What follows belongs to an exercise in optimizing a design on an open flow for small area and a short achievable clock period; a production flow would make more cautious choices.
In this exercise RTL edits were held to simulation tests only and were not proved equivalent to the original.
Power figures rest on the tool's default switching activity, not on a simulated workload. No driver is modelled on the clock port, so clocking that relies on it looks cheaper here than on a real chip.

File: flow/run.sh
#!/bin/bash
# synth_recipe.tcl (not shown) runs the flow's synth.tcl, then flattens the netlist and writes it again
# the make line also repeats each setting of config.mk as NAME=value (left out here)
make -C /OpenROAD-flow-scripts/flow DESIGN_CONFIG=/design/flow/config.mk WORK_HOME=/design/flow/orfs CLKGATE_MAP_FILE= SYNTH_SCRIPT=/design/flow/synth_recipe.tcl finish
File: flow/config.mk
export PLATFORM = sky130hd
export DESIGN_NAME = pipeline_processor
export DESIGN_NICKNAME = pipeline_processor
export VERILOG_FILES = /design/flow/design.v
export SDC_FILE = /design/flow/constraint.sdc
export NUM_CORES = 4
export LEC_CHECK = 0
export CAP_MARGIN = 20
export CORE_MARGIN = 2
export CORE_UTILIZATION = 40
export SETUP_SLACK_MARGIN = 3.6
export SLEW_MARGIN = 20
export SYNTH_HIERARCHICAL = 1
export SYNTH_MINIMUM_KEEP_SIZE = 0
File: flow/constraint.sdc
create_clock -name core_clock -period 6.0 [get_ports {clk}]
set_input_delay 1.2000 -clock core_clock [delete_from_list [all_inputs] [get_ports {clk}]]
set_output_delay 1.2000 -clock core_clock [all_outputs]
set_load 0.01 [all_outputs]
File: flow/design.v
`timescale 1ns / 1ps
module pipeline_processor(
    clk,
    rst,
    prg_data,
    dmem_rdata,
    prg_addr,
    raddr_dmem,
    waddr_dmem,
    wdata_dmem,
    write_dmem,
    read_dmem
);
input clk;
input rst;
input [31:0] prg_data;
input [31:0] dmem_rdata;
output [31:0] prg_addr;
output [31:0] raddr_dmem;
output [31:0] waddr_dmem;
output [31:0] wdata_dmem;
output write_dmem;
output read_dmem;
integer i, k, j;
reg [31:2] pc;
wire [31:2] pc_incr4 = pc + 30'd1;
assign prg_addr = {pc, 2'b00};
wire [31:1] rs_dec, rt_dec;
wire [4:0]  dest;
wire write_rf, use_imm, is_lui, is_sub, is_and, is_or, is_slt, is_lw, is_sw, is_beq;
if_decode decode (
    .inst(prg_data), .rs_dec(rs_dec), .rt_dec(rt_dec), .dest(dest),
    .write_rf(write_rf), .use_imm(use_imm), .is_lui(is_lui), .is_sub(is_sub),
    .is_and(is_and), .is_or(is_or), .is_slt(is_slt), .is_lw(is_lw), .is_sw(is_sw),
    .is_beq(is_beq));
wire [15:0] imm = prg_data[15:0];
wire [29:0] imm_word = {{14{imm[15]}}, imm};
reg [31:1] rs_sel_ID;
reg [31:1] rt_sel_ID;
reg [15:0] imm_ID;
reg [4:0]  dest_ID;
reg [31:2] tp_ID;
reg use_imm_ID, lui_ID, sub_ID, and_ID, or_ID, slt_ID;
reg write_regf_ID, read_dmem_ID, write_dmem_ID, is_branch_ID;
always @(posedge clk) begin
    rs_sel_ID  <= rs_dec;
    rt_sel_ID  <= rt_dec;
    imm_ID     <= imm;
    dest_ID    <= dest;
    tp_ID      <= pc ^ imm_word;
    use_imm_ID <= use_imm;
    lui_ID     <= is_lui;
    sub_ID     <= is_sub;
    and_ID     <= is_and;
    or_ID      <= is_or;
    slt_ID     <= is_slt;
end
always @(posedge clk or posedge rst) begin
    if (rst) begin
        write_regf_ID <= 1'b0;
        read_dmem_ID  <= 1'b0;
        write_dmem_ID <= 1'b0;
        is_branch_ID  <= 1'b0;
    end else begin
        write_regf_ID <= write_rf;
        read_dmem_ID  <= is_lw;
        write_dmem_ID <= is_sw;
        is_branch_ID  <= is_beq;
    end
end
reg [31:0] regf [1:31];
wire [32*32-1:0] regf_flat;
assign regf_flat[31:0] = 32'd0;
genvar gi;
generate
    for (gi = 1; gi < 32; gi = gi + 1) begin : g_flat
        assign regf_flat[gi*32 +: 32] = regf[gi];
    end
endgenerate
wire [31:0] rs_val;
wire [31:0] rt_val;
rf_read read_rs (.regs(regf_flat), .sel({rs_sel_ID, 1'b0}), .data(rs_val));
rf_read read_rt (.regs(regf_flat), .sel({rt_sel_ID, 1'b0}), .data(rt_val));
wire [31:0] imm_ext = lui_ID ? {imm_ID, 16'd0} : {{16{imm_ID[15]}}, imm_ID};
wire [31:0] b_ID    = use_imm_ID ? imm_ext : rt_val;
wire [29:0] t_imm = {{14{imm_ID[15]}}, imm_ID};
reg  [29:0] tg [0:5];
reg  [29:0] tpp [0:5];
always @(*) begin
    tg[0] = t_imm & ~tp_ID;
    tpp[0] = tp_ID;
    tg[0][0] = tp_ID[2] | t_imm[0];
    for (k = 0; k < 5; k = k + 1) begin
        for (j = 0; j < 30; j = j + 1) begin
            if (j[k]) begin
                tg[k+1][j] = tg[k][j] | (tpp[k][j] & tg[k][(j >> k << k) - 1]);
                tpp[k+1][j] = tpp[k][j] & tpp[k][(j >> k << k) - 1];
            end else begin
                tg[k+1][j] = tg[k][j];
                tpp[k+1][j] = tpp[k][j];
            end
        end
    end
end
wire [31:2] target_ID = tp_ID ^ {tg[5][28:0], 1'b1};
reg [31:0] a_EX;
reg [31:0] p_EX;
reg [31:0] c_EX;
reg [4:0]  waddr_EX;
reg write_regf_EX, read_dmem_EX, write_dmem_EX, is_branch_EX;
reg alu_sub_EX, alu_slt_EX, alu_and_EX, alu_or_EX;
always @(posedge clk) begin
    a_EX       <= rs_val;
    p_EX       <= rs_val ^ b_ID ^ {32{sub_ID}};
    c_EX       <= is_branch_ID ? {target_ID, 2'b00} : rt_val;
    waddr_EX   <= dest_ID;
    alu_sub_EX <= sub_ID;
    alu_slt_EX <= slt_ID;
    alu_and_EX <= and_ID;
    alu_or_EX  <= or_ID;
end
always @(posedge clk or posedge rst) begin
    if (rst) begin
        write_regf_EX <= 1'b0;
        read_dmem_EX  <= 1'b0;
        write_dmem_EX <= 1'b0;
        is_branch_EX  <= 1'b0;
    end else begin
        write_regf_EX <= write_regf_ID;
        read_dmem_EX  <= read_dmem_ID;
        write_dmem_EX <= write_dmem_ID;
        is_branch_EX  <= is_branch_ID;
    end
end
reg [31:0] gp [0:5];
reg [31:0] pp [0:5];
always @(*) begin
    gp[0] = a_EX & ~p_EX;
    pp[0] = p_EX;
    gp[0][0] = p_EX[0] ? alu_sub_EX : a_EX[0];
    for (k = 0; k < 5; k = k + 1) begin
        for (j = 0; j < 32; j = j + 1) begin
            if (j[k]) begin
                gp[k+1][j] = gp[k][j] | (pp[k][j] & gp[k][(j >> k << k) - 1]);
                pp[k+1][j] = pp[k][j] & pp[k][(j >> k << k) - 1];
            end else begin
                gp[k+1][j] = gp[k][j];
                pp[k+1][j] = pp[k][j];
            end
        end
    end
end
wire [31:0] carry = {gp[5][30:0], alu_sub_EX};
wire [31:0] sum = p_EX ^ carry;
wire slt = p_EX[31] ? sum[31] : a_EX[31];
reg [31:0] alu_result;
always @(*) begin
    if (alu_and_EX)      alu_result = a_EX & ~p_EX;
    else if (alu_or_EX)  alu_result = a_EX | p_EX;
    else if (alu_slt_EX) alu_result = {31'd0, slt};
    else                 alu_result = sum;
end
wire taken_EX = is_branch_EX && (p_EX == 32'd0);
reg [31:0] alu_result_MEM;
reg [31:0] c_MEM;
reg [4:0]  waddr_MEM;
reg write_regf_MEM, read_dmem_MEM, write_dmem_MEM, taken_MEM;
always @(posedge clk) begin
    alu_result_MEM <= alu_result;
    c_MEM          <= c_EX;
    waddr_MEM      <= waddr_EX;
end
always @(posedge clk or posedge rst) begin
    if (rst) begin
        write_regf_MEM <= 1'b0;
        read_dmem_MEM  <= 1'b0;
        write_dmem_MEM <= 1'b0;
        taken_MEM      <= 1'b0;
    end else begin
        write_regf_MEM <= write_regf_EX;
        read_dmem_MEM  <= read_dmem_EX;
        write_dmem_MEM <= write_dmem_EX;
        taken_MEM      <= taken_EX;
    end
end
assign raddr_dmem = alu_result_MEM;
assign waddr_dmem = alu_result_MEM;
assign wdata_dmem = c_MEM;
assign write_dmem = write_dmem_MEM;
assign read_dmem  = read_dmem_MEM;
wire [31:0] wdata_regf = read_dmem_MEM ? dmem_rdata : alu_result_MEM;
always @(posedge clk) begin
    for (i = 1; i < 32; i = i + 1)
        if (write_regf_MEM && waddr_MEM == i)
            regf[i] <= wdata_regf;
end
always @(posedge clk or posedge rst) begin
    if (rst) pc <= 30'd0;
    else     pc <= taken_MEM ? c_MEM[31:2] : pc_incr4;
end
endmodule
module rf_read(regs, sel, data);
input  [32*32-1:0] regs;
input  [31:0] sel;
output [31:0] data;
wire [31:0] g [0:10];
genvar gi;
generate
    for (gi = 0; gi < 10; gi = gi + 1) begin : g_aoi
        rf_aoi3 u (.a(regs[(3*gi+1)*32 +: 32]), .b(regs[(3*gi+2)*32 +: 32]), .c(regs[(3*gi+3)*32 +: 32]),
                   .sa(sel[3*gi+1]), .sb(sel[3*gi+2]), .sc(sel[3*gi+3]), .y(g[gi]));
    end
endgenerate
assign g[10] = ~({32{sel[31]}} & regs[31*32 +: 32]);
wire [31:0] h0, h1, h2;
rf_nand4 n0 (.a(g[0]), .b(g[1]), .c(g[2]), .d(g[3]), .y(h0));
rf_nand4 n1 (.a(g[4]), .b(g[5]), .c(g[6]), .d(g[7]), .y(h1));
rf_nand3 n2 (.a(g[8]), .b(g[9]), .c(g[10]), .y(h2));
assign data = h0 | h1 | h2;
endmodule
module rf_nand4(a, b, c, d, y);
input  [31:0] a, b, c, d;
output [31:0] y;
assign y = ~(a & b & c & d);
endmodule
module rf_aoi3(a, b, c, sa, sb, sc, y);
input  [31:0] a, b, c;
input  sa, sb, sc;
output [31:0] y;
assign y = ~(({32{sa}} & a) | ({32{sb}} & b) | ({32{sc}} & c));
endmodule
module if_decode(inst, rs_dec, rt_dec, dest, write_rf, use_imm, is_lui, is_sub,
                 is_and, is_or, is_slt, is_lw, is_sw, is_beq);
input  [31:0] inst;
output [31:1] rs_dec;       
output [31:1] rt_dec;       
output [4:0]  dest;
output write_rf, use_imm, is_lui, is_sub, is_and, is_or, is_slt, is_lw, is_sw, is_beq;
wire [5:0] op   = inst[31:26];
wire [4:0] rs   = inst[25:21];
wire [4:0] rt   = inst[20:16];
wire [4:0] rd   = inst[15:11];
wire [5:0] func = inst[5:0];
wire is_r    = (op == 6'b00_0000);
wire f_add   = is_r && (func == 6'b10_0000);
wire f_sub   = is_r && (func == 6'b10_0010);
wire f_and   = is_r && (func == 6'b10_0100);
wire f_or    = is_r && (func == 6'b10_0101);
wire f_slt   = is_r && (func == 6'b10_1010);
wire is_addi = (op == 6'b00_1000);
assign is_lw  = (op == 6'b10_0011);
assign is_sw  = (op == 6'b10_1011);
assign is_beq = (op == 6'b00_0100);
assign is_lui = (op == 6'b00_1111);
assign dest     = is_r ? rd : rt;
assign write_rf = f_add | f_sub | f_and | f_or | f_slt | is_lw | is_addi | is_lui;
assign use_imm  = is_lw | is_sw | is_addi | is_lui;
assign is_sub   = f_sub | f_slt;
assign is_and   = f_and;
assign is_or    = f_or;
assign is_slt   = f_slt;
wire [31:0] rs_one = 32'd1 << rs;
wire [31:0] rt_one = 32'd1 << rt;
assign rs_dec = is_lui ? 31'd0 : rs_one[31:1];
assign rt_dec = rt_one[31:1];
endmodule
module rf_nand3(a, b, c, y);
input  [31:0] a, b, c;
output [31:0] y;
assign y = ~(a & b & c);
endmodule
==> impl_metrics.ini, run 1 <==
[run_status]
status = finished clean

[clock_network]
cts_sinks = 1327
clkSlewWorstSetupHoldPaths_ns = 0.05
hold_buffers = 0
insertion_delay_ns = 0.78
root_buffer = clkbuf_16
cts_buffers = 136
clock_path_buffers = 3
h-tree-depth = 4
tritoncts = done

[layout]
areaGrowthSynthToFinish_pct = 18.1
nFillCells = 11400
final_core_util_pct = 47.4
mostFrequentLayoutCell = edfxtp_1
final_cell_mix = 992 x edfxtp_1, 640 x a222oi_1, 193 x dfxtp_1
regArea_mm2 = 0.0370
stdcell_area_mm2 = 0.0630
final_layout_size_suffix_gt1_share_pct = 21.9
nNetsFinal = 3903
multi_input_area_mm2 = 0.0151

[detailed_routing]
post_drt_wl_per_cell_um = 35.0
wl_met2_mm = 89.6
dr.pass1.iters = 14
top_layer = met5
wl_mm = 200
dr_wl_met3_mm = 29.9
wl_met1_mm = 69.6
vias_per_cell = 6.80
drc = 0
postRouteAntennaNets = 0
vias = 38900
drt_iter0_markers = 9617

[grt]
grt_pass1_vias = 37000
overflow = 0
track_usage_pct = 27.4
antenna_found_initial = 6
grt_pass1_wl_mm = 267
grt_max_degree = 63

[worst_setup_path]
r2r_start = rs_sel_ID[13]$_DFF_P_
timing.rr.end = p_EX[8]$_DFF_P_
startpoint_type = flop
cp.required_ns = 4.80
cp_max_fo = 2
crit_type = reg -> out
startpoint = read_dmem_MEM$_DFF_PP0_
regToRegSetupSlack_ns = 3.45
endpoint_kind = primary output
rr_worst_depth = 7
cp.arrival_ns = 1.40
setup.worst_path.end = read_dmem

[synthesis]
yosys_register_bits = 1327
synthAdderAreaFrac_pct = 0.0234
synthDistinctLibCells = 85
synth_top_family_by_area = compound AO/OA/AOI/OAI gates
yosysWarnings = 13
synth_edf_count = 992
syn_inst = 3598
ys.flop_type = edfxtp_1
synth_mux_area_share_pct = 1.19
synth-async-reset-ratio_pct = 3.17
synth-seq-area-share_pct = 68.8
synth-compound-area-share_pct = 15.2
synth-simple-area-share_pct = 7.85
synth_area_leaders = edfxtp_1 56%, a222oi_1 12%, dfxtp_1 11%
synth-xor-area-share_pct = 2.48
avgSynthCellArea_um2 = 14.8
yosys.area.top_type = edfxtp_1
synth_top_area_share_pct = 55.8
syn_area_mm2 = 0.0534

[sta]
finalHoldViolations = 0
finalCritPeriodShare_pct = 43.3
setup-tns-final_ns = 0
skew_ns = 0.0397
tightest_slew_ns = 1.02
timing.fmax_mhz = 385
slew_headroom_pct = 32.1
fin_crit_ns = 2.60
setup_slack_ns = 3.40
slew_viol_final = 0
setup_viol = 0
rsz0062_at_grt = true

[placed_design]
dp_hpwl_mm = 108
gp_congestion = 0.921
placed_cell_area_mm2 = 0.0563
port_buffers = 193
dp_slack_ns = 2.85

[pwr]
power.switching_w = 0.00670
pwr-share-seq_pct = 49.8
p_int_w = 0.0173
power.share.clock_pct = 33.9
power_density_mw_per_mm2 = 380
leakagePower_nw = 20.8
p_sw_share_pct = 28.0
power.total_w = 0.0240
peakVddDrop_v = 0.000306
comb_power_share_pct = 16.3

[job]
maxCapViolations = 0

[floorplanning]
fp-row-count = 134
die_area_mm2 = 0.136
die_y_um = 369
initial_core_util_pct = 40.2
die_w_um = 369
core_mm2 = 0.133
ios = 196

[hold_path]
hp-class = reg -> reg
[cells by family (layout without fill, tap and decap cells)]
group | Yosys count | count (layout)
DFF | 1327 | 1327
AOI/OAI and AO/OA | 927 | 927
and+or+nand+nor | 807 | 807
buffers and inverters | 326 | 674
xor gates and xnor gates | 151 | 151
muxes | 58 | 58
adders and majority gates | 1 | 1
other | 1 | 6
[per-layer routing]
layer | up-vias | track usage [%]
li1 | 15700 | -
met1 | 19200 | 34.5
met2 | 3340 | 43.2
met3 | 623 | 8.26
met4 | 2 | 13.0
met5 | - | 0
[layout make-up]
class | count | area share (%)
Inverter | 31 | 0.200
Clock buffer | 190 | 5.95
Tap cell | 1768 | 3.51
Antenna cell | 4 | 0.0159
Sequential cell | 1327 | 58.7
Timing Repair Buffer | 394 | 6.89
Clock inverter | 59 | 0.740
Multi-Input combinational cell | 1946 | 24.0
[worst min path at each step]
stage	startpoint	endpoint	slack, ns	depth (start not counted)
floorplan	and_ID$_DFF_P_	alu_and_EX$_DFF_P_	0.31	0
global placement	waddr_EX[0]$_DFF_P_	waddr_MEM[0]$_DFF_P_	0.31	0
detailed placement	c_EX[26]$_DFF_P_	c_MEM[26]$_DFF_P_	0.31	0
CTS	waddr_EX[1]$_DFF_P_	waddr_MEM[1]$_DFF_P_	0.32	0
global route	c_EX[12]$_DFF_P_	c_MEM[12]$_DFF_P_	0.33	0
finish	c_EX[26]$_DFF_P_	c_MEM[26]$_DFF_P_	0.32	0
[power groups by stage]
stage | logic, W | clock network (W) | registers [W]
floorplan | 0.00191 | 0 | 0.0118
global placement | 0.00338 | 0 | 0.0120
detailed placement | 0.00344 | 0 | 0.0120
CTS | 0.00362 | 0.00817 | 0.0119
global route | 0.00409 | 0.00855 | 0.0120
finish | 0.00391 | 0.00813 | 0.0119
[what timing repair did]
action	in CTS	in global routing
setup endpoints to repair	219	578
pin swaps	41	166
gates resized for setup	810	285
buffers inserted	42	39
cloned	1	15
[synthesized netlist by cell type, types with 8 or more instances]
| library cell | number |
|---|---|
| buf_1 | 8 |
| and2_1 | 12 |
| dfxtp_1 | 293 |
| nand3_1 | 93 |
| nor2b_1 | 13 |
| or3_1 | 68 |
| mux2_2 | 42 |
| nand2_1 | 163 |
| nand3b_1 | 37 |
| a21oi_1 | 100 |
| xor2_1 | 55 |
| nand2b_1 | 18 |
| and3_1 | 8 |
| buf_4 | 34 |
| xnor2_1 | 96 |
| nand4_1 | 140 |
| a222oi_1 | 640 |
| mux2i_1 | 16 |
| nor4_1 | 8 |
| o21ai_0 | 85 |
| inv_1 | 30 |
| o21bai_1 | 8 |
| nor2_1 | 194 |
| a31oi_1 | 14 |
| nor3_1 | 14 |
| edfxtp_1 | 992 |
| buf_6 | 126 |
| clkbuf_1 | 55 |
| a22oi_1 | 9 |
| dfrtp_1 | 42 |
| buf_2 | 70 |
[sequential cells by signal, summed over array words and instances, names as in the netlist, 31 cells and up]
name / flops
a_EX: 32
alu_result_MEM: 32
c_EX: 32
c_MEM: 32
p_EX: 32
regf: 992
rs_sel_ID: 31
rt_sel_ID: 31
[stage by stage]
stage,hold slack [ns],std cells
floorplan,0.310,3599
global placement,0.311,5369
detailed placement,0.312,5369
CTS,0.325,5661
global route,0.327,5715
finish,0.325,5719
[Yosys stat by module, one instance, submodules excluded]
| module | cells | area (µm²) | flip-flops and latches | times used |
|---|---|---|---|---|
| rf_nand4 | 32 | 200 | 0 | 4 |
| rf_read | 67 | 354 | 0 | 2 |
| rf_aoi3 | 41 | 403 | 0 | 20 |
| rf_nand3 | 32 | 160 | 0 | 2 |
| if_decode | 134 | 713 | 0 | 1 |
| pipeline_processor | 2318 | 42800 | 1327 | 1 |
[worst max-delay path, cell delays in order, from the launching register on]
cell and delay [ns]:
dfrtp_2 0.42, buf_12 0.13, buf_6 0.11
==> run 2: changes to the inputs <==
==> flow/flow/run.sh (new file) <==
#!/bin/bash
# Own layout flow: the standard layout (standard.sh), with smaller port
# buffers, larger clock-tree sink clusters and no dummy clock-tree loads.
# Each tool's log is in orfs/logs/; standard.sh's own output goes to
# standard.log.
set -euo pipefail
export BUFFER_PORTS_ARGS="-buffer_cell sky130_fd_sc_hd__buf_2"
export CTS_ARGS="-sink_clustering_enable -repair_clock_nets -dont_use_dummy_load -sink_clustering_size 30 -sink_clustering_max_diameter 100"
bash standard.sh > standard.log 2>&1
==> flow/standard.sh (new file) <==
#!/bin/bash
# synth_recipe.tcl (not shown) runs the flow's synth.tcl, then flattens the netlist and writes it again
# the make line also repeats each setting of config.mk as NAME=value (left out here)
make -C /OpenROAD-flow-scripts/flow DESIGN_CONFIG=/design/flow/config.mk WORK_HOME=/design/flow/orfs CLKGATE_MAP_FILE= SYNTH_SCRIPT=/design/flow/synth_recipe.tcl "${@:-finish}"
removed: flow/run.sh
==> impl_metrics.ini, run 2 <==
[floorplanning]
initial_core_util_pct = 40.2
ios = 196
die_y_um = 369
core_mm2 = 0.133
die_area_mm2 = 0.136
fp-row-count = 134
die_w_um = 369

[sta]
setup-tns-final_ns = 0
slew_headroom_pct = 33.8
slew_viol_final = 0
timing.fmax_mhz = 392
rsz0062_at_grt = true
setup_viol = 0
fin_crit_ns = 2.55
skew_ns = 0.108
tightest_slew_ns = 0.993
finalCritPeriodShare_pct = 42.5
finalHoldViolations = 0

[layout]
areaGrowthSynthToFinish_pct = 10.9
final_cells = 5500
largest_register_ffs = 992
nFillCells = 11700
final_layout_size_suffix_gt1_share_pct = 19.9
stdcell_area_mm2 = 0.0592
nNetsFinal = 3800
final_cell_mix = 992 x edfxtp_1, 640 x a222oi_1, 196 x dfxtp_1
mostFrequentLayoutCell = edfxtp_1
top_register = regf

[synthesis]
synth_edf_count = 992
synth_top_family_by_area = compound AO/OA/AOI/OAI gates
synth_top_area_share_pct = 55.8
synth-seq-area-share_pct = 68.8
synth-simple-area-share_pct = 7.85
avgSynthCellArea_um2 = 14.8
synth_area_leaders = edfxtp_1 56%, a222oi_1 12%, dfxtp_1 11%
yosysWarnings = 13
syn_area_mm2 = 0.0534
syn_inst = 3598
synth_mux_area_share_pct = 1.19
synth.top_cells.by_count = 992 x edfxtp_1, 640 x a222oi_1, 293 x dfxtp_1
synthDistinctLibCells = 85
synthAdderAreaFrac_pct = 0.0234
yosys.area.top_type = edfxtp_1
synth-xor-area-share_pct = 2.48
synth_most_common_cell = edfxtp_1
synth-compound-area-share_pct = 15.2
synth-async-reset-ratio_pct = 3.17
yosys_register_bits = 1327
ys.flop_type = edfxtp_1

[run_status]
status = finished clean

[placed_design]
placed_cell_area_mm2 = 0.0553
dpl.cell_count = 5366
port_buffers = 193
gp_congestion = 0.915
dp_hpwl_mm = 110

[worst_setup_path]
startpoint_type = flop
rr_worst_depth = 8
path_cells = buf_12, clkbuf_16, a222oi_1, nand4_1, or3_4, nor2_1, a21oi_1, xnor2_1
cp_max_fo = 8
endpoint_kind = flop
cp_top_family = simple AND/OR/NAND/NOR gates
cp.arrival_ns = 3.16
crit_type = reg -> reg
worst-path-stages = 8
slowest_stage = or3_4
crit_buf_inv = 2
max_stage_delay_ns = 0.50
cp.required_ns = 6.61

[detailed_routing]
vias = 37800
post_drt_wl_per_cell_um = 34.9
vias_per_cell = 6.87
drt_iter0_markers = 9522
postRouteAntennaNets = 0
drc = 0
wl_mm = 192
dr.pass1.iters = 10

[clock_network]
insertion_delay_ns = 0.73
clkSlewWorstSetupHoldPaths_ns = 0.11
cts_sinks = 1327
hold_buffers = 0
clock_path_buffers = 3
cts_buffers = 52
root_buffer = clkbuf_16
tritoncts = done
h-tree-depth = 2

[hold_path]
whs_path_depth = 0
hp-class = reg -> reg

[grt]
use_met1_pct = 35.1
grt-busiest-layer = met2
overflow = 0
grt_pass1_vias = 35600
antenna_found_initial = 9
track_usage_pct = 26.4
use_met2_pct = 39.9
grt_pass1_wl_mm = 258
met3_usage_pct = 7.66
grt_max_degree = 63

[pwr]
power_density_mw_per_mm2 = 339
power.total_w = 0.0201
leakagePower_nw = 19.2
peakVddDrop_v = 0.000246

[job]
maxCapViolations = 0
run 2: layout make-up:
| type | instances | area, µm² | area share (%) |
|---|---|---|---|
| Tap cell | 1768 | 2210 | 3.74 |
| Inverter | 31 | 119 | 0.201 |
| Clock buffer | 52 | 1300 | 2.20 |
| Sequential cell | 1327 | 37000 | 62.5 |
| Antenna cell | 1 | 2.50 | 0.00423 |
| Timing Repair Buffer | 375 | 3550 | 6.00 |
| Multi-Input combinational cell | 1946 | 15000 | 25.4 |
run 2: worst register-to-register path, stage by stage (launching register included):
cell and delay, ns:
dfxtp_4 0.38, buf_12 0.13, clkbuf_16 0.18, a222oi_1 0.44
nand4_1 0.42, or3_4 0.50, nor2_1 0.13, a21oi_1 0.07
xnor2_1 0.18
run 2: cell families (layout without fill, tap and decap cells):
| family | Yosys count | count (layout) |
|---|---|---|
| buffers and inverters | 326 | 458 |
| other | 1 | 3 |
| xor gates and xnor gates | 151 | 151 |
| DFF | 1327 | 1327 |
| muxes | 58 | 58 |
| AOI/OAI and AO/OA | 927 | 927 |
| and+or+nand+nor | 807 | 807 |
| adders and majority gates | 1 | 1 |
run 2: where the power goes:
part           internal (W)  leakage, nW  switching, W  total [W]
clock network       0.00156        0.641       0.00270    0.00427
logic               0.00135         6.61       0.00254    0.00388
registers            0.0114         11.9      0.000565     0.0119
run 2: path summary, 6_finish.rpt:
kind,endpoint,startpoint,slack [ns]
worst max register to register,p_EX[25]$_DFF_P_,rt_sel_ID[13]$_DFF_P_,3.45
min in group asynchronous,read_dmem_ID$_DFF_PP0_,rst,0.73
worst min register to register,write_dmem_MEM$_DFF_PP0_,write_dmem_EX$_DFF_PP0_,0.28
worst max-delay path,p_EX[25]$_DFF_P_,rt_sel_ID[13]$_DFF_P_,3.45
max in group asynchronous,read_dmem_MEM$_DFF_PP0_,rst,4.47
worst min-delay path,write_dmem_MEM$_DFF_PP0_,write_dmem_EX$_DFF_PP0_,0.28
run 2: metal layers:
layer	wire length (µm)	up-vias
met3	29100	475
li1	-	15400
met1	69200	18700
met4	9850	2
met2	84000	3189
met5	11	-
run 2: metrics by stage:
step / hold WS, ns / worst slack [ns] / utilization, %
2_1_floorplan: 0.310 / 3.44 / -
3_5_place_dp: 0.312 / 3.26 / 41.6
3_3_place_gp: 0.312 / 3.30 / 41.6
5_1_grt: 0.274 / 3.42 / 44.5
6_report: 0.276 / 3.45 / 44.5
4_1_cts: 0.278 / 3.49 / 43.6
run 2: modules after synthesis (local to each module, per instance):
module              times used  cell area [µm²]  cells inside
rf_read                      2              354            67
rf_nand4                     4              200            32
rf_aoi3                     20              403            41
if_decode                    1              713           134
pipeline_processor           1            42800          2318
rf_nand3                     2              160            32
run 2: repair_timing:
action	4_1_cts	5_1_grt
setup buffers	46	27
gates resized for setup	287	203
cloned	0	8
endpoints found under the setup margin	274	372
pin swaps	46	133
==> run 3: changes to the inputs <==
--- a/flow/design.v
+++ b/flow/design.v
@@ -166,5 +166,7 @@
 reg [4:0]  waddr_MEM;
 reg write_regf_MEM, read_dmem_MEM, write_dmem_MEM, taken_MEM;
-always @(posedge clk) begin
+reg mem_to_reg_MEM;
+always @(posedge clk) begin
+    mem_to_reg_MEM <= read_dmem_EX;
     alu_result_MEM <= alu_result;
     c_MEM          <= c_EX;
@@ -189,5 +191,5 @@
 assign write_dmem = write_dmem_MEM;
 assign read_dmem  = read_dmem_MEM;
-wire [31:0] wdata_regf = read_dmem_MEM ? dmem_rdata : alu_result_MEM;
+wire [31:0] wdata_regf = mem_to_reg_MEM ? dmem_rdata : alu_result_MEM;
 always @(posedge clk) begin
     for (i = 1; i < 32; i = i + 1)
==> impl_metrics.ini, run 3 <==
[synthesis]
yosysWarnings = 13
syn_area_mm2 = 0.0534
yosys.area.top_type = edfxtp_1
avgSynthCellArea_um2 = 14.8
synth-simple-area-share_pct = 7.85
synth-async-reset-ratio_pct = 3.16
synth.top_cells.by_count = 992 x edfxtp_1, 640 x a222oi_1, 294 x dfxtp_1
synth_area_leaders = edfxtp_1 56%, a222oi_1 12%, dfxtp_1 11%
synth_edf_count = 992
synthAdderAreaFrac_pct = 0.0234
synth-seq-area-share_pct = 68.8
ys.flop_type = edfxtp_1
syn_inst = 3599
synth_mux_area_share_pct = 1.19
synth_top_family_by_area = compound AO/OA/AOI/OAI gates
synth-compound-area-share_pct = 15.2
synthDistinctLibCells = 85
synth_top_area_share_pct = 55.8
yosys_register_bits = 1328
synth_most_common_cell = edfxtp_1
synth-xor-area-share_pct = 2.48

[worst_setup_path]
crit_type = reg -> reg
timing.rr.end = p_EX[22]$_DFF_P_
rr_worst_depth = 7
setup.worst_path.end = p_EX[22]$_DFF_P_
startpoint = rt_sel_ID[10]$_DFF_P_
startpoint_type = flop
cp.required_ns = 6.60
r2r_start = rt_sel_ID[10]$_DFF_P_
endpoint_kind = flop
cp.arrival_ns = 3.15
regToRegSetupSlack_ns = 3.46
cp_max_fo = 16

[floorplanning]
fp-row-count = 134
die_area_mm2 = 0.136
ios = 196
initial_core_util_pct = 40.2
core_mm2 = 0.133
die_w_um = 369
die_y_um = 369

[layout]
nNetsFinal = 3796
largest_register_ffs = 992
mostFrequentLayoutCell = edfxtp_1
final_layout_size_suffix_gt1_share_pct = 19.6
nFillCells = 11600
multi_input_area_mm2 = 0.0150
top_register = regf
final_cell_mix = 992 x edfxtp_1, 640 x a222oi_1, 199 x dfxtp_1
areaGrowthSynthToFinish_pct = 10.6
regArea_mm2 = 0.0370

[sta]
rsz0062_at_grt = true
setup-tns-final_ns = 0
slew_viol_final = 0
skew_ns = 0.0905
timing.fmax_mhz = 393
fin_crit_ns = 2.54
tightest_slew_ns = 1.04
finalHoldViolations = 0
setup_viol = 0
finalCritPeriodShare_pct = 42.4
slew_headroom_pct = 30.8

[pwr]
peakVddDrop_v = 0.000266
leakagePower_nw = 19.2
power.total_w = 0.0200
power_density_mw_per_mm2 = 339

[clock_network]
clkSlewWorstSetupHoldPaths_ns = 0.12
hold_buffers = 0
h-tree-depth = 2
clock_path_buffers = 3
cts_sinks = 1328
cts_buffers = 52
insertion_delay_ns = 0.72
tritoncts = done
root_buffer = clkbuf_16

[grt]
grt_max_degree = 63
grt_pass1_wl_mm = 262
grt_pass1_vias = 35700
antenna_found_initial = 8
track_usage_pct = 26.6
overflow = 0

[hold_path]
hp-class = reg -> reg

[job]
maxCapViolations = 0

[detailed_routing]
post_drt_wl_per_cell_um = 35.3
wl_mm = 194
drc = 0
drt_iter0_markers = 9495
dr.pass1.iters = 11
vias = 38000
vias_per_cell = 6.92
postRouteAntennaNets = 0

[run_status]
status = finished clean

[placed_design]
dp_hpwl_mm = 110
port_buffers = 193
gp_congestion = 0.936
## run 3: worst min-delay path by stage
stage / from / end / slack, ns / depth (start not counted)
global route: c_EX[16]$_DFF_P_ / c_MEM[16]$_DFF_P_ / 0.34 / 0
finish: c_EX[21]$_DFF_P_ / c_MEM[21]$_DFF_P_ / 0.33 / 0
floorplan: and_ID$_DFF_P_ / alu_and_EX$_DFF_P_ / 0.31 / 0
global placement: dest_ID[4]$_DFF_P_ / waddr_EX[4]$_DFF_P_ / 0.31 / 0
CTS: c_EX[14]$_DFF_P_ / c_MEM[14]$_DFF_P_ / 0.33 / 0
detailed placement: c_EX[14]$_DFF_P_ / c_MEM[14]$_DFF_P_ / 0.31 / 0
## run 3: per-layer routing
layer | wire length, µm | GRT usage [%]
met5 | 70 | 0
met4 | 9990 | 12.0
met3 | 29100 | 7.92
met2 | 86300 | 40.7
met1 | 68900 | 34.9
## run 3: per-module statistics from Yosys, one instance, submodules excluded
module	flops+latches	copies in the design	cell area (µm²)	cells inside
if_decode	0	1	713	134
pipeline_processor	1328	1	42800	2319
rf_read	0	2	354	67
rf_nand3	0	2	160	32
rf_aoi3	0	20	403	41
rf_nand4	0	4	200	32
## run 3: logic make-up (layout without fill, tap and decap cells)
kind of cell / count (synthesis) / in the layout
multiplexers: 58 / 58
XOR/XNOR: 151 / 151
AO/OA/AOI/OAI: 927 / 927
buffers and inverters: 326 / 453
other: 1 / 4
AND/OR/NAND/NOR: 807 / 807
flip-flops: 1328 / 1328
adder cells (fa/ha/maj): 1 / 1
## run 3: per-stage QoR
step	cells	hold WS, ns	worst slack [ns]	area, µm²	utilization [%]
floorplan	3600	0.310	3.44	53500	-
global placement	5365	0.312	3.11	55300	41.6
detailed placement	5366	0.312	3.07	55300	41.6
CTS	5455	0.328	3.49	57800	43.5
global route	5495	0.335	3.49	59000	44.4
finish	5497	0.330	3.46	59100	44.4
## run 3: power by group
part	switching [W]	leakage [nW]	total [W]	internal, W
clock	0.00273	0.641	0.00429	0.00156
combinational	0.00253	6.59	0.00382	0.00129
sequential	0.000536	11.9	0.0119	0.0114
total	0.00580	19.2	0.0200	0.0142
## run 3: final cells by class
class / count / share of cell area, %
Multi-Input combinational cell: 1946 / 25.4
Inverter: 31 / 0.203
Timing Repair Buffer: 370 / 5.85
Sequential cell: 1328 / 62.6
Clock buffer: 52 / 2.20
Tap cell: 1768 / 3.75
Antenna cell: 2 / 0.00848
## run 3: critical path, cell delays in order (launching register included)
cell	delay (ns)
dfxtp_4	0.39
buf_12	0.16
a222oi_1	0.53
nand4_1	0.46
or3_4	0.52
nor2_1	0.11
a21oi_1	0.07
xnor2_1	0.17
## run 3: timing repair
item / in CTS / in global routing
endpoints found under the setup margin: 282 / 394
gates resized for setup: 247 / 207
buffers inserted: 37 / 29
pin swaps: 26 / 111
cloned: 0 / 11
==> run 4: changes to the inputs <==
--- a/flow/config.mk
+++ b/flow/config.mk
@@ -8,5 +8,6 @@
 export CAP_MARGIN = 20
 export CORE_MARGIN = 2
-export CORE_UTILIZATION = 40
+export CORE_UTILIZATION = 50
+export PLACE_DENSITY = 0.72
 export SETUP_SLACK_MARGIN = 3.6
 export SLEW_MARGIN = 20
==> impl_metrics.ini, run 4 <==
[pwr]
power_density_mw_per_mm2 = 343
leakagePower_nw = 18.9
peakVddDrop_v = 0.000227

[synthesis]
syn_area_mm2 = 0.0534
syn_inst = 3599
synth.top_cells.by_count = 992 x edfxtp_1, 640 x a222oi_1, 294 x dfxtp_1
yosysWarnings = 13
yosys.area.top_type = edfxtp_1
avgSynthCellArea_um2 = 14.8
synthDistinctLibCells = 85
synth_edf_count = 992
ys.flop_type = edfxtp_1
synth_most_common_cell = edfxtp_1
yosys_register_bits = 1328
synth_top_area_share_pct = 55.8
synth-seq-area-share_pct = 68.8
synth_area_leaders = edfxtp_1 56%, a222oi_1 12%, dfxtp_1 11%
synth-async-reset-ratio_pct = 3.16

[clock_network]
clkSlewWorstSetupHoldPaths_ns = 0.11
h-tree-depth = 2
cts_sinks = 1328
insertion_delay_ns = 0.70
hold_buffers = 0
tritoncts = done
cts_buffers = 50
root_buffer = clkbuf_16
clock_path_buffers = 3

[layout]
final_cells = 5123
stdcell_area_mm2 = 0.0581
areaGrowthSynthToFinish_pct = 8.76
nNetsFinal = 3792
mostFrequentLayoutCell = edfxtp_1
final_cell_mix = 992 x edfxtp_1, 640 x a222oi_1, 224 x dfxtp_1
final_core_util_pct = 55.0
top_register = regf
final_layout_size_suffix_gt1_share_pct = 18.7
largest_register_ffs = 992

[detailed_routing]
drc = 0
vias_per_cell = 7.32
postRouteAntennaNets = 0
wl_mm = 177
post_drt_wl_per_cell_um = 34.6
vias = 37500
drt_iter0_markers = 9282
dr.pass1.iters = 14

[worst_setup_path]
cp.arrival_ns = 2.86
r2r_start = write_regf_MEM$_DFF_PP0_
slowest_stage = nor2_4
cp.required_ns = 6.32
path_cells = nor2b_1, nand3_1, nor2_4
timing.rr.end = regf[15][27]$_DFFE_PP_
endpoint_kind = flop
rr_worst_depth = 3
crit_type = reg -> reg
startpoint_type = flop
regToRegSetupSlack_ns = 3.46
cp_max_fo = 32
max_stage_delay_ns = 1.00

[sta]
slew_viol_final = 0
finalHoldViolations = 0
setup_viol = 0
finalCritPeriodShare_pct = 42.4
setup-tns-final_ns = 0
fin_crit_ns = 2.54
tightest_slew_ns = 1.14
slew_headroom_pct = 23.8
timing.fmax_mhz = 393
rsz0062_at_grt = true
skew_ns = 0.0673

[hold_path]
hp-class = reg -> reg
whs_path_depth = 0
worstHoldEndpoint = alu_slt_EX$_DFF_P_
hold_start = slt_ID$_DFF_P_

[grt]
grt_pass1_vias = 35200
track_usage_pct = 31.2
grt_pass1_wl_mm = 245
grt_max_degree = 63
antenna_found_initial = 8
overflow = 0

[placed_design]
dp_hpwl_mm = 108
dpl.cell_count = 4987
placed_cell_area_mm2 = 0.0549
gp_congestion = 0.960
port_buffers = 193

[floorplanning]
die_area_mm2 = 0.109
ios = 196
core_mm2 = 0.106
fp-row-count = 119
initial_core_util_pct = 50.6
die_w_um = 331
die_y_um = 331

[job]
maxCapViolations = 0

[run_status]
status = finished clean
run 4: cell families after synthesis:
kind of cell	after synthesis	synth area share (%)
multiplexers	58	1.19
flip-flops	1328	68.8
adder cells (fa/ha/maj)	1	0.0234
buffers and inverters	326	4.47
AND/OR/NAND/NOR	807	7.85
XOR/XNOR	151	2.48
AO/OA/AOI/OAI	927	15.2
other	1	0.00702
run 4: critical path: cells and delay by family, from the launching register on:
family	cells	cell delay (ns)
flops	1	0.44
simple gates	3	1.69
run 4: metrics by stage:
stage | hold slack, ns | total power (W) | worst slack (ns)
6_report | 0.331 | 0.0200 | 3.46
3_3_place_gp | 0.310 | 0.0152 | 3.23
3_5_place_dp | 0.312 | 0.0153 | 3.18
4_1_cts | 0.333 | 0.0197 | 3.46
2_1_floorplan | 0.310 | 0.0137 | 3.44
5_1_grt | 0.338 | 0.0205 | 3.37
run 4: layout make-up:
class / instances / area [µm²]
diodes: 9 / 22.5
clock buffers: 50 / 1250
fillers: 8216 / 47500
inverters: 31 / 118
multi-input cells: 1946 / 15000
flip-flops and latches: 1328 / 36900
well taps: 1391 / 1740
repair buffers: 368 / 3010
run 4: report_power, final:
group	internal, W	switching [W]
clock network	0.00151	0.00264
registers	0.0114	0.000544
logic	0.00128	0.00262
run 4: worst max path at each step:
stage | startpoint | to | slack (ns) | depth (start not counted)
after floorplan | write_regf_MEM$_DFF_PP0_ | regf[12][0]$_DFFE_PP_ | 3.44 | 3
after detailed placement | prg_data[29] | rs_sel_ID[16]$_DFF_P_ | 3.18 | 5
after CTS | write_regf_MEM$_DFF_PP0_ | regf[13][28]$_DFFE_PP_ | 3.46 | 3
after global placement | prg_data[29] | rs_sel_ID[15]$_DFF_P_ | 3.23 | 5
after global routing | write_regf_MEM$_DFF_PP0_ | regf[15][11]$_DFFE_PP_ | 3.37 | 3
final | write_regf_MEM$_DFF_PP0_ | regf[15][27]$_DFFE_PP_ | 3.46 | 3
run 4: timing repair:
item                                    in CTS  in global routing
setup buffers                               46                 27
hold endpoints to repair                     0                  0
gates cloned                                 0                  2
pin swaps                                   26                103
gates resized for setup                    224                128
endpoints found under the setup margin     294                257
run 4: per-module statistics from Yosys (local to each module, per instance):
module / cell area [µm²] / times used / flops+latches
rf_aoi3: 403 / 20 / 0
rf_read: 354 / 2 / 0
if_decode: 713 / 1 / 0
pipeline_processor: 42800 / 1 / 1328
rf_nand3: 160 / 2 / 0
rf_nand4: 200 / 4 / 0
run 4: routing by layer:
layer / vias up / track usage (%) / part of all wire [%]
met1: 18400 / 38.8 / 33
met4: 4 / 18.0 / 7.1
met2: 3220 / 47.7 / 44
li1: 15400 / - / -
met3: 519 / 10.2 / 15
met5: - / 1.61 / 0.13
==> run 5: changes to the inputs <==
--- a/flow/design.v
+++ b/flow/design.v
@@ -164,6 +164,7 @@
 reg [31:0] alu_result_MEM;
 reg [31:0] c_MEM;
-reg [4:0]  waddr_MEM;
-reg write_regf_MEM, read_dmem_MEM, write_dmem_MEM, taken_MEM;
+reg [3:0]  we_hi_MEM;
+reg [7:0]  we_lo_MEM;
+reg read_dmem_MEM, write_dmem_MEM, taken_MEM;
 reg mem_to_reg_MEM;
 always @(posedge clk) begin
@@ -171,14 +172,14 @@
     alu_result_MEM <= alu_result;
     c_MEM          <= c_EX;
-    waddr_MEM      <= waddr_EX;
+    we_lo_MEM      <= 8'd1 << waddr_EX[2:0];
 end
 always @(posedge clk or posedge rst) begin
     if (rst) begin
-        write_regf_MEM <= 1'b0;
+        we_hi_MEM      <= 4'd0;
         read_dmem_MEM  <= 1'b0;
         write_dmem_MEM <= 1'b0;
         taken_MEM      <= 1'b0;
     end else begin
-        write_regf_MEM <= write_regf_EX;
+        we_hi_MEM      <= write_regf_EX ? (4'd1 << waddr_EX[4:3]) : 4'd0;
         read_dmem_MEM  <= read_dmem_EX;
         write_dmem_MEM <= write_dmem_EX;
@@ -194,5 +195,5 @@
 always @(posedge clk) begin
     for (i = 1; i < 32; i = i + 1)
-        if (write_regf_MEM && waddr_MEM == i)
+        if (we_hi_MEM[i / 8] && we_lo_MEM[i % 8])
             regf[i] <= wdata_regf;
 end
--- a/flow/flow/run.sh
+++ b/flow/flow/run.sh
@@ -6,4 +6,4 @@
 set -euo pipefail
 export BUFFER_PORTS_ARGS="-buffer_cell sky130_fd_sc_hd__buf_2"
-export CTS_ARGS="-sink_clustering_enable -repair_clock_nets -dont_use_dummy_load -sink_clustering_size 30 -sink_clustering_max_diameter 100"
+export CTS_ARGS="-sink_clustering_enable -repair_clock_nets -dont_use_dummy_load -sink_clustering_size 26 -sink_clustering_max_diameter 90"
 bash standard.sh > standard.log 2>&1
--- a/flow/config.mk
+++ b/flow/config.mk
@@ -8,7 +8,7 @@
 export CAP_MARGIN = 20
 export CORE_MARGIN = 2
-export CORE_UTILIZATION = 50
-export PLACE_DENSITY = 0.72
-export SETUP_SLACK_MARGIN = 3.6
+export CORE_UTILIZATION = 60
+export PLACE_DENSITY = 0.8
+export SETUP_SLACK_MARGIN = 3.5
 export SLEW_MARGIN = 20
 export SYNTH_HIERARCHICAL = 1
==> impl_metrics.ini, run 5 <==
[run_status]
status = finished clean

[synthesis]
synth.top_cells.by_count = 992 x edfxtp_1, 640 x a222oi_1, 297 x dfxtp_1
yosys_register_bits = 1334
synth_most_common_cell = edfxtp_1
synth_top_area_share_pct = 55.3
ys.flop_type = edfxtp_1
syn_inst = 3641
synth_edf_count = 992
avgSynthCellArea_um2 = 14.8
synth-async-reset-ratio_pct = 3.37
synthDistinctLibCells = 80
syn_area_mm2 = 0.0539
synth-seq-area-share_pct = 68.4
yosys.area.top_type = edfxtp_1
yosysWarnings = 13
synth_area_leaders = edfxtp_1 55%, a222oi_1 12%, dfxtp_1 11%

[job]
maxCapViolations = 0

[worst_setup_path]
cp.required_ns = 6.55
cp.arrival_ns = 3.22
max_stage_delay_ns = 0.57
path_cells = buf_12, a222oi_1, nand4_1, or3_4, inv_2, o21ai_2, or3_1
timing.rr.end = c_EX[24]$_DFF_P_
slowest_stage = or3_4
cp_max_fo = 16
cp_top_family = simple AND/OR/NAND/NOR gates
rr_worst_depth = 7
crit_type = reg -> reg
crit_buf_inv = 2
r2r_start = rt_sel_ID[7]$_DFF_P_
endpoint_kind = flop
regToRegSetupSlack_ns = 3.33
startpoint_type = flop

[detailed_routing]
drt_iter0_markers = 12300
vias = 39000
vias_per_cell = 7.97
drc = 0
post_drt_wl_per_cell_um = 36.0
dr.pass1.iters = 15
postRouteAntennaNets = 0
wl_mm = 176

[layout]
final_cell_mix = 992 x edfxtp_1, 640 x a222oi_1, 250 x dfxtp_1
nNetsFinal = 3788
mostFrequentLayoutCell = edfxtp_1
largest_register_ffs = 992
stdcell_area_mm2 = 0.0572
final_layout_size_suffix_gt1_share_pct = 16.3
top_register = regf
areaGrowthSynthToFinish_pct = 6.17

[grt]
grt_pass1_vias = 37300
antenna_found_initial = 12
grt_max_degree = 77
track_usage_pct = 36.0
overflow = 0
grt_pass1_wl_mm = 244

[placed_design]
gp_congestion = 0.953
dp_hpwl_mm = 103
port_buffers = 193
placed_cell_area_mm2 = 0.0547

[sta]
fin_crit_ns = 2.67
setup-tns-final_ns = 0
finalHoldViolations = 0
rsz0062_at_grt = true
skew_ns = 0.0724
slew_headroom_pct = 16.9
setup_viol = 0
timing.fmax_mhz = 375
finalCritPeriodShare_pct = 44.5
tightest_slew_ns = 1.25
slew_viol_final = 0

[floorplanning]
die_y_um = 304
die_w_um = 304
die_area_mm2 = 0.0922
core_mm2 = 0.0886
initial_core_util_pct = 60.8
fp-row-count = 109
ios = 196

[clock_network]
clkSlewWorstSetupHoldPaths_ns = 0.10
root_buffer = clkbuf_16
tritoncts = done
cts_sinks = 1334
cts_buffers = 57
h-tree-depth = 2
insertion_delay_ns = 0.70
clock_path_buffers = 3

[pwr]
leakagePower_nw = 19.0
peakVddDrop_v = 0.000314
power_density_mw_per_mm2 = 341

[hold_path]
hold_start = c_EX[23]$_DFF_P_
hp-class = reg -> reg
whs_path_depth = 0
worstHoldEndpoint = c_MEM[23]$_DFF_P_
[run 5: cell count changes after synthesis, moves of 7 or more]
cell and change:
and2_1 +37, a21oi_1 -12, buf_2 -7, inv_1 +7, nand3b_1 +7, xnor2_1 -14, o21ai_0 +16, nor3b_1 +16
nor2_1 -27, or3_1 +9
[run 5: layout make-up]
type	count	area (µm²)
inverters	37	145
fillers	6104	31400
diodes	8	20.0
multi-input cells	1976	15000
flip-flops and latches	1334	37000
well taps	1165	1460
clock buffers	57	1430
repair buffers	315	2210
[run 5: repair_timing]
item                                    CTS  global route
hold buffers                              0             0
resized for setup                        54           154
endpoints found under the setup margin   85            80
cloned                                    0             8
setup buffers                             8            24
pin swaps                                19           109
[run 5: cells by family after synthesis]
| kind of cell | after synthesis | synth area share [%] |
|---|---|---|
| xor+xnor | 139 | 2.26 |
| simple gates | 848 | 8.42 |
| other cells | 1 | 0.00696 |
| fa+ha+maj | 1 | 0.0232 |
| compound gates | 923 | 15.1 |
| buf+inv | 332 | 4.51 |
| mux | 63 | 1.28 |
| flops | 1334 | 68.4 |
[run 5: metal layers]
layer | vias to the layer above | track usage, % | part of all wire, %
met2 | 4170 | 54.5 | 44
met5 | - | 0 | 0.032
met4 | 8 | 19.7 | 6.1
met3 | 781 | 15.2 | 19
li1 | 15500 | - | -
met1 | 18600 | 43.7 | 31
[run 5: per-module statistics from Yosys (local to each module, per instance)]
module	area, µm²	flip-flops and latches
rf_read	354	0
pipeline_processor	43300	1334
if_decode	713	0
rf_nand3	160	0
rf_aoi3	403	0
rf_nand4	200	0
[run 5: worst max-delay path by stage]
stage	startpoint	endpoint	slack, ns	depth (start not counted)
after global routing	rt_sel_ID[10]$_DFF_P_	c_EX[26]$_DFF_P_	3.36	8
after global placement	tp_ID[3]$_DFF_P_	c_EX[21]$_DFF_P_	3.22	9
after floorplan	imm_ID[0]$_DFF_P_	c_EX[21]$_DFF_P_	3.64	8
final	rt_sel_ID[7]$_DFF_P_	c_EX[24]$_DFF_P_	3.33	7
after detailed placement	tp_ID[3]$_DFF_P_	c_EX[21]$_DFF_P_	3.20	9
after CTS	p_EX[0]$_DFF_P_	alu_result_MEM[29]$_DFF_P_	3.48	7
[run 5: metrics by stage]
stage	instances	setup WS [ns]	util (%)	power, W	hold slack, ns
after floorplan	3642	3.64	-	0.0137	0.310
after global placement	4785	3.22	61.7	0.0149	0.311
after detailed placement	4786	3.20	61.7	0.0150	0.312
after CTS	4851	3.48	63.5	0.0191	0.331
after global routing	4884	3.36	64.5	0.0200	0.332
final	4892	3.33	64.5	0.0195	0.326
[run 5: power by group]
part,total [W],internal [W],switching [W]
Combinational,0.00332,0.00100,0.00231
Sequential,0.0118,0.0113,0.000518
Clock,0.00437,0.00170,0.00267
Total,0.0195,0.0140,0.00550
==> run 6: changes to the inputs <==
--- a/flow/config.mk
+++ b/flow/config.mk
@@ -8,6 +8,6 @@
 export CAP_MARGIN = 20
 export CORE_MARGIN = 2
-export CORE_UTILIZATION = 60
-export PLACE_DENSITY = 0.8
+export CORE_UTILIZATION = 50
+export PLACE_DENSITY = 0.72
 export SETUP_SLACK_MARGIN = 3.5
 export SLEW_MARGIN = 20
==> impl_metrics.ini, run 6 <==
[run_status]
status = finished clean

[hold_path]
hold_start = c_EX[2]$_DFF_P_
hp-class = reg -> reg

[floorplanning]
die_w_um = 332
die_y_um = 332
fp-row-count = 120
die_area_mm2 = 0.110
ios = 196
initial_core_util_pct = 50.4
core_mm2 = 0.107

[synthesis]
yosysWarnings = 13
syn_area_mm2 = 0.0539
syn_inst = 3641
synthDistinctLibCells = 80
yosys_register_bits = 1334
synth_most_common_cell = edfxtp_1
synth_top_area_share_pct = 55.3
synth_area_leaders = edfxtp_1 55%, a222oi_1 12%, dfxtp_1 11%
synth.top_cells.by_count = 992 x edfxtp_1, 640 x a222oi_1, 297 x dfxtp_1
synth-async-reset-ratio_pct = 3.37
ys.flop_type = edfxtp_1
yosys.area.top_type = edfxtp_1
synth_edf_count = 992
avgSynthCellArea_um2 = 14.8
synth-seq-area-share_pct = 68.4

[worst_setup_path]
cp_top_family = simple AND/OR/NAND/NOR gates
r2r_start = rt_sel_ID[10]$_DFF_P_
startpoint_type = flop
cp_max_fo = 7
cp.arrival_ns = 3.18
endpoint_kind = flop
crit_type = reg -> reg
startpoint = rt_sel_ID[10]$_DFF_P_
path_cells = buf_12, buf_4, a222oi_1, nand4_1, or3_4, nor2b_1, a21oi_1, nand2_1
cp.required_ns = 6.58
max_stage_delay_ns = 0.54
slowest_stage = or3_4
crit_buf_inv = 2

[pwr]
peakVddDrop_v = 0.000338
power_density_mw_per_mm2 = 340
leakagePower_nw = 19.0

[grt]
overflow = 0
grt_pass1_vias = 36600
grt_pass1_wl_mm = 251
grt_max_degree = 77
antenna_found_initial = 14
track_usage_pct = 31.3

[sta]
timing.fmax_mhz = 385
rsz0062_at_grt = true
slew_viol_final = 0
finalHoldViolations = 0
setup-tns-final_ns = 0
skew_ns = 0.0613
setup_slack_ns = 3.40
slew_headroom_pct = 22.9
setup_viol = 0
tightest_slew_ns = 1.16
finalCritPeriodShare_pct = 43.3
fin_crit_ns = 2.60

[layout]
stdcell_area_mm2 = 0.0576
areaGrowthSynthToFinish_pct = 6.98
final_core_util_pct = 53.9
final_layout_size_suffix_gt1_share_pct = 17.1
final_cells = 5150
final_cell_mix = 992 x edfxtp_1, 640 x a222oi_1, 250 x dfxtp_1
mostFrequentLayoutCell = edfxtp_1
nNetsFinal = 3813
largest_register_ffs = 992
top_register = regf

[clock_network]
hold_buffers = 0
clock_path_buffers = 3
cts_buffers = 57
root_buffer = clkbuf_16
h-tree-depth = 2
cts_sinks = 1334
insertion_delay_ns = 0.72
tritoncts = done
clkSlewWorstSetupHoldPaths_ns = 0.10

[detailed_routing]
postRouteAntennaNets = 0
post_drt_wl_per_cell_um = 35.3
vias_per_cell = 7.46
dr.pass1.iters = 17
vias = 38400
drc = 0
drt_iter0_markers = 10600
wl_mm = 182

[job]
maxCapViolations = 0

[placed_design]
dp_hpwl_mm = 105
dp_slack_ns = 3.25
dpl.cell_count = 5039
port_buffers = 193
placed_cell_area_mm2 = 0.0551
gp_congestion = 0.936
[run 6: cell counts after synthesis]
Identical to the previous run, type by type.
[run 6: per-stage QoR]
step / hold WS, ns / total power [W]
4_1_cts: 0.324 / 0.0193
3_5_place_dp: 0.312 / 0.0150
3_3_place_gp: 0.310 / 0.0150
6_report: 0.327 / 0.0196
5_1_grt: 0.332 / 0.0201
2_1_floorplan: 0.310 / 0.0137
[run 6: what timing repair did]
item | CTS | global route
setup buffers | 23 | 21
pin swaps | 23 | 106
gates cloned | 0 | 7
endpoints found under the setup margin | 130 | 63
gates resized for setup | 84 | 133
[run 6: power by group]
group          switching, W  total [W]  internal, W
Clock               0.00270    0.00440      0.00170
Sequential         0.000523     0.0119       0.0113
Combinational       0.00234    0.00335      0.00101
Total               0.00557     0.0196       0.0140
[run 6: final timing paths]
check | end | slack (ns) | cells past startpoint
max | c_EX[28]$_DFF_P_ | 3.40 | 8
min | c_MEM[2]$_DFF_P_ | 0.33 | 0
max reg2reg | c_EX[28]$_DFF_P_ | 3.40 | 8
min reg2reg | c_MEM[2]$_DFF_P_ | 0.33 | 0
max in group asynchronous | pc[2]$_DFF_PP0_ | 4.82 | 3
min in group asynchronous | we_hi_MEM[2]$_DFF_PP0_ | 0.67 | 3
[run 6: layer usage]
layer | vias up | GRT usage [%] | wire length, µm
met5 | - | 0.174 | 108
met4 | 16 | 15.8 | 10100
met3 | 658 | 11.5 | 31800
met2 | 3682 | 47.5 | 79900
met1 | 18600 | 39.4 | 60100
li1 | 15500 | - | -
[run 6: modules after synthesis (local to each module, per instance)]
module,times used,flip-flops and latches
pipeline_processor,1,1334
rf_nand4,4,0
rf_aoi3,20,0
if_decode,1,0
rf_nand3,2,0
rf_read,2,0
[run 6: cells by family after synthesis]
family | after synthesis | share of synthesized area (%)
flip-flops | 1334 | 68.4
AO/OA/AOI/OAI | 923 | 15.1
AND/OR/NAND/NOR | 848 | 8.42
buffers and inverters | 332 | 4.51
XOR/XNOR | 139 | 2.26
multiplexers | 63 | 1.28
adder cells (fa/ha/maj) | 1 | 0.0232
other | 1 | 0.00696
[run 6: final cells by class]
type                            count  area, µm²
Fill cell                        8514      49300
Sequential cell                  1334      37000
Multi-Input combinational cell   1977      15000
Timing Repair Buffer              339       2280
Tap cell                         1403       1760
Clock buffer                       57       1430
Inverter                           37        145
Antenna cell                        3       7.51
==> run 7: changes to the inputs <==
--- a/flow/config.mk
+++ b/flow/config.mk
@@ -10,5 +10,5 @@
 export CORE_UTILIZATION = 50
 export PLACE_DENSITY = 0.72
-export SETUP_SLACK_MARGIN = 3.5
+export SETUP_SLACK_MARGIN = 3.45
 export SLEW_MARGIN = 20
 export SYNTH_HIERARCHICAL = 1
==> impl_metrics.ini, run 7 <==
[synthesis]
yosys.area.top_type = edfxtp_1
yosys_register_bits = 1334
synth_edf_count = 992
synth_most_common_cell = edfxtp_1
yosysWarnings = 13
synth-seq-area-share_pct = 68.4
avgSynthCellArea_um2 = 14.8
ys.flop_type = edfxtp_1
synth_top_area_share_pct = 55.3
synth_area_leaders = edfxtp_1 55%, a222oi_1 12%, dfxtp_1 11%
syn_area_mm2 = 0.0539
syn_inst = 3641
synth-async-reset-ratio_pct = 3.37
synthDistinctLibCells = 80
synth.top_cells.by_count = 992 x edfxtp_1, 640 x a222oi_1, 297 x dfxtp_1

[grt]
grt_pass1_vias = 36500
track_usage_pct = 31.2
antenna_found_initial = 19
overflow = 0
grt_pass1_wl_mm = 251
grt_max_degree = 77

[worst_setup_path]
rr_worst_depth = 8
cp.arrival_ns = 3.23
endpoint_kind = flop
cp.required_ns = 6.54
r2r_start = rt_sel_ID[10]$_DFF_P_
regToRegSetupSlack_ns = 3.31
startpoint_type = flop
startpoint = rt_sel_ID[10]$_DFF_P_
timing.rr.end = p_EX[7]$_DFF_P_
cp_max_fo = 9
crit_type = reg -> reg

[floorplanning]
die_y_um = 332
die_area_mm2 = 0.110
die_w_um = 332
fp-row-count = 120
initial_core_util_pct = 50.4
ios = 196
core_mm2 = 0.107

[layout]
largest_register_ffs = 992
top_register = regf
final_layout_size_suffix_gt1_share_pct = 15.7
nNetsFinal = 3793
final_core_util_pct = 53.6
areaGrowthSynthToFinish_pct = 6.38
mostFrequentLayoutCell = edfxtp_1
stdcell_area_mm2 = 0.0573
final_cell_mix = 992 x edfxtp_1, 640 x a222oi_1, 258 x dfxtp_1

[clock_network]
clock_path_buffers = 3
h-tree-depth = 2
clkSlewWorstSetupHoldPaths_ns = 0.10
insertion_delay_ns = 0.73
root_buffer = clkbuf_16
cts_sinks = 1334
cts_buffers = 57
tritoncts = done

[placed_design]
port_buffers = 193
dp_slack_ns = 3.25
placed_cell_area_mm2 = 0.0551
dp_hpwl_mm = 105
gp_congestion = 0.936

[sta]
slew_viol_final = 0
rsz0062_at_grt = true
setup_viol = 0
finalHoldViolations = 0
finalCritPeriodShare_pct = 44.8
tightest_slew_ns = 1.15
setup_slack_ns = 3.31
fin_crit_ns = 2.69
skew_ns = 0.0690
slew_headroom_pct = 23.0
timing.fmax_mhz = 372
setup-tns-final_ns = 0

[pwr]
peakVddDrop_v = 0.000340
power_density_mw_per_mm2 = 341
power.total_w = 0.0195
leakagePower_nw = 18.9

[detailed_routing]
drt_iter0_markers = 10900
postRouteAntennaNets = 0
vias = 38500
drc = 0
post_drt_wl_per_cell_um = 35.5
dr.pass1.iters = 15
vias_per_cell = 7.51
wl_mm = 182

[job]
maxCapViolations = 0

[run_status]
status = finished clean

[hold_path]
hp-class = reg -> reg
hold_start = c_EX[2]$_DFF_P_
worstHoldEndpoint = c_MEM[2]$_DFF_P_
whs_path_depth = 0
-- run 7: cell counts after synthesis --
Identical to the previous run, type by type.
-- run 7: kinds of logic after synthesis --
group	after synthesis	share of synthesized area, %
flops	1334	68.4
compound gates	923	15.1
simple gates	848	8.42
buf+inv	332	4.51
xor+xnor	139	2.26
mux	63	1.28
fa+ha+maj	1	0.0232
other cells	1	0.00696
-- run 7: what timing repair did --
item | CTS | global route
cloned | 0 | 7
setup buffers | 2 | 22
setup endpoints to repair | 81 | 67
hold buffers | 0 | 0
gates resized for setup | 49 | 112
pin swaps | 17 | 69
-- run 7: worst max-delay path by stage --
stage | endpoint | cells after the start
final | p_EX[7]$_DFF_P_ | 8
after global routing | c_EX[24]$_DFF_P_ | 7
after CTS | c_EX[24]$_DFF_P_ | 9
after detailed placement | c_EX[21]$_DFF_P_ | 9
after global placement | c_EX[21]$_DFF_P_ | 9
after floorplan | c_EX[21]$_DFF_P_ | 8
-- run 7: final cells by class --
type | count | area [µm²]
fillers | 8524 | 49600
diodes | 8 | 20.0
flip-flops and latches | 1334 | 37000
inverters | 37 | 145
well taps | 1403 | 1760
repair buffers | 319 | 2100
multi-input cells | 1977 | 14900
clock buffers | 57 | 1430
-- run 7: Yosys stat by module (local to each module, per instance) --
module              flops+latches  cells  cell area (µm²)  times used
rf_read                         0     67              354           2
rf_nand3                        0     32              160           2
if_decode                       0    134              713           1
pipeline_processor           1334   2361            43300           1
rf_nand4                        0     32              200           4
rf_aoi3                         0     41              403          20
-- run 7: routing by layer --
| metal | wire length (µm) | part of all wire [%] | track usage [%] | up-vias |
|---|---|---|---|---|
| met5 | 124 | 0.068 | 0.174 | - |
| met4 | 10700 | 5.9 | 15.9 | 18 |
| met2 | 79300 | 44 | 47.2 | 3689 |
| met1 | 60000 | 33 | 39.5 | 18700 |
| met3 | 32000 | 18 | 11.4 | 718 |
| li1 | - | - | - | 15500 |
-- run 7: where the power goes --
group / total (W) / switching [W] / internal [W]
Clock: 0.00440 / 0.00270 / 0.00170
Combinational: 0.00328 / 0.00232 / 0.000963
Sequential: 0.0119 / 0.000538 / 0.0113
Total: 0.0195 / 0.00556 / 0.0140
-- run 7: metrics by stage --
stage / hold WS, ns / cells
2_1_floorplan: 0.310 / 3642
3_3_place_gp: 0.310 / 5039
3_5_place_dp: 0.312 / 5039
4_1_cts: 0.324 / 5098
5_1_grt: 0.335 / 5127
6_report: 0.323 / 5135
-- run 7: worst max-delay path, cell delays in order, from the launching register on --
cell and delay [ns]:
dfxtp_4 0.37, buf_12 0.15, buf_12 0.16, a222oi_1 0.41, nand4_1 0.44, or3_4 0.51
inv_1 0.06, o21ai_0 0.20, xnor2_1 0.19

[separate check: timing with driven ports]
No port has a modelled driver above. Below, the same layouts with a new extraction and two added sets of constraints. Step 1 assumes that a clkbuf_16 drives the clock port and a buf_2 every other input. Step 2 times the ports against the registers' clock, not the clock port: input delays grow and output delays shrink by t, the midpoint of the rising clock arrivals with the driver on. a / b / c = ideal / step 1 / step 2; a / b = the first two.
| run | shift t [ns] | setup slack, ns | cell pins on the clock port's net |
|---|---|---|---|
| run 1 | 0.841 | 3.401 / 3.320 / 3.002 | 1 |
| run 2 | 0.753 | 3.449 / 3.439 / 3.319 | 1 |
| run 3 | 0.748 | 3.455 / 3.455 / 3.281 | 1 |
| run 4 | 0.732 | 3.457 / 3.448 / 3.105 | 1 |
| run 5 | 0.737 | 3.332 / 3.332 / 3.269 | 1 |
| run 6 | 0.762 | 3.401 / 3.401 / 3.331 | 1 |
| run 7 | 0.764 | 3.312 / 3.312 / 3.312 | 1 |
After both steps setup and hold are still met in every run listed. The setup slack of run 1, which loses most, moves by -0.081 ns with the drivers and by -0.399 ns with both steps.
